Background: an optimization exercise with open tools, aiming at a short achievable clock period and few clock cycles. Do not read the settings as production practice.
Function was checked by simulation only, so behaviour that the tests miss may differ from the original.
Power figures rest on the tool's default switching activity, not on a simulated workload.

## job 102
Design cpu, start of the top module:
module cpu (
    input  logic        clk, n_rst,
    input  logic        RESET, IRQ,
    input  logic [31:0] ID,
    input  logic [31:0] MRD,
    output logic [31:0] IA,
    output logic [31:0] MWD,
    output logic [31:0] MA,
    output logic        MWR, MOE
);
Settings: LEC_CHECK=0, CAP_MARGIN=50, CORE_MARGIN=2, CORE_UTILIZATION=40, PLACE_DENSITY=0.45, SETUP_SLACK_MARGIN=5, SLEW_MARGIN=50, SYNTH_HIERARCHICAL=1, SYNTH_MINIMUM_KEEP_SIZE=0; clock period 10.5 ns.
standard.sh (not shown) runs the stock make flow with config.mk's settings and CLKGATE_MAP_FILE= SYNTH_SCRIPT=/design/flow/synth_recipe.tcl, a recipe that flattens the netlist after the stock synthesis.
==> flow/flow/run.sh <==
#!/bin/bash
set -euo pipefail
MARGIN=7.5
bash standard.sh synth > log_1_synth.txt 2>&1
bash standard.sh SETUP_SLACK_MARGIN=$MARGIN finish > log_2_layout.txt 2>&1
Testbench counts of job 102, summed over its fixed seeds: cycles 80,568.
Setup changes, job 102 to job 101
# job 102
export LEC_CHECK = 0
export CAP_MARGIN = 50
export CORE_MARGIN = 2
export CORE_UTILIZATION = 40
export PLACE_DENSITY = 0.45
export SETUP_SLACK_MARGIN = 5
export SLEW_MARGIN = 50
export SYNTH_HIERARCHICAL = 1
export SYNTH_MINIMUM_KEEP_SIZE = 0
create_clock -name core_clock -period 10.5 [get_ports {clk}]
# job 101
export LEC_CHECK = 0
export CAP_MARGIN = 20
export CORE_MARGIN = 2
export CORE_UTILIZATION = 40
export PLACE_DENSITY = 0.45
export SETUP_SLACK_MARGIN = 5
export SLEW_MARGIN = 20
export SYNTH_HIERARCHICAL = 1
export SYNTH_MINIMUM_KEEP_SIZE = 0
create_clock -name core_clock -period 10.5 [get_ports {clk}]
==> comparison <==
The power in sequential cells of job 101 and that of job 102 are within noise of each other. NOTE: proportion of layout cells with a drive suffix above 1 in job 101 falls short of that of job 102. Job 101 vs job 102 — post-route cell area dropped about 0.8%. The count of clock-buffer cells in the layout number comes out lower for job 101 vs job 102. Job 101 vs. job 102: number of buffer and inverter instances along the worst setup path climbed 2, fraction of area in multi-input gates barely changed. Looking at placed instance area, job 101 sits about 0.7% below job 102. Any difference in area taken by flip-flops and latches between job 102 and job 101 is small enough to ignore. Job 101 completed end to end with timing, DRC and antenna clean. When job 101 is measured against job 102, its area growth from synthesis to layout turns out 1.1 points lower.

* * *

== run A ==
cpu, a different RTL version from the one above (not shown whole).
For scale: ~11,000 cells after synthesis, ~2,500 flip-flops, about 130,000 µm² of cells after synthesis.
clock: 10.5 ns
lec_check: 0
cap_margin: 20
core_margin: 2
core_utilization: 40
place_density: 0.45
setup_slack_margin: 5
slew_margin: 20
synth_hierarchical: 1
synth_minimum_keep_size: 0
==> flow/flow/run.sh <==
#!/bin/bash
set -euo pipefail
MARGIN=7.5
bash standard.sh synth > log_1_synth.txt 2>&1
bash standard.sh SETUP_SLACK_MARGIN=$MARGIN POST_GLOBAL_ROUTE_TCL=$PWD/flow/post_grt.tcl finish > log_2_layout.txt 2>&1
==> flow/flow/post_grt.tcl <==
# Extra setup repair after global routing, with global-route parasitics, stepping the margin
# up so that paths short of each target are worked on, not only the worst one.
foreach m {6.4 6.6 6.8 7.0} {
  estimate_parasitics -global_routing
  repair_timing -setup -setup_margin $m -repair_tns 100 -verbose
  global_route -start_incremental
  detailed_placement
  global_route -end_incremental
}
estimate_parasitics -global_routing
report_worst_slack
write_guides $::env(RESULTS_DIR)/route.guide
Testbench counts of run A, summed over its fixed seeds: cycles 76,525.
Input-level comparison between run B and run A:
==> flow/flow/run.sh <==
#!/bin/bash
set -euo pipefail
MARGIN=7.5
bash standard.sh synth > log_1_synth.txt 2>&1
bash standard.sh SETUP_SLACK_MARGIN=$MARGIN finish > log_2_layout.txt 2>&1
removed: flow/flow/post_grt.tcl
Run B finished end to end and its layout was clean on timing, DRC and antenna.
Run B vs run A: wire length reported by the detailed router down
Compared with run A, run B shows met3 wire length that has gone down slightly.
When run B is set beside run A, its cell count turns out to be 81 smaller.
Number of buffers outside the clock class in the layout (lower): run B

-- static timing again, ports no longer ideal --
The flow's constraints put no driver on any port. The routed layouts listed below were extracted and timed again, unchanged, in two steps.
Step 1 assumes that a clkbuf_16 drives the clock port and a buf_2 every other input.
Step 2 adds t to the input delays and takes it off the output delays; t is the mean of the earliest and latest rising clock arrival at the registers after step 1. Input paths then give back, and output paths get back, about the clock's delay inside the block.
Slacks: no drivers / after step 1 / after step 2; pairs: no drivers / after step 1.
run	t, ns	setup WS [ns]	hold slack, ns
job 102	0.995	6.580 / 6.607 / 5.612	0.328 / 0.328 / 0.328
job 101	0.971	6.577 / 6.538 / 5.567	0.321 / 0.321 / 0.321
run A	1.079	6.504 / 6.545 / 5.466	0.312 / 0.312 / 0.312
run B	1.078	6.506 / 6.541 / 5.487	0.308 / 0.308 / 0.308
After both steps setup and hold are still met in every run listed. The setup slack of run A, which loses most, moves by +0.041 ns with the drivers and by -1.038 ns with both steps.
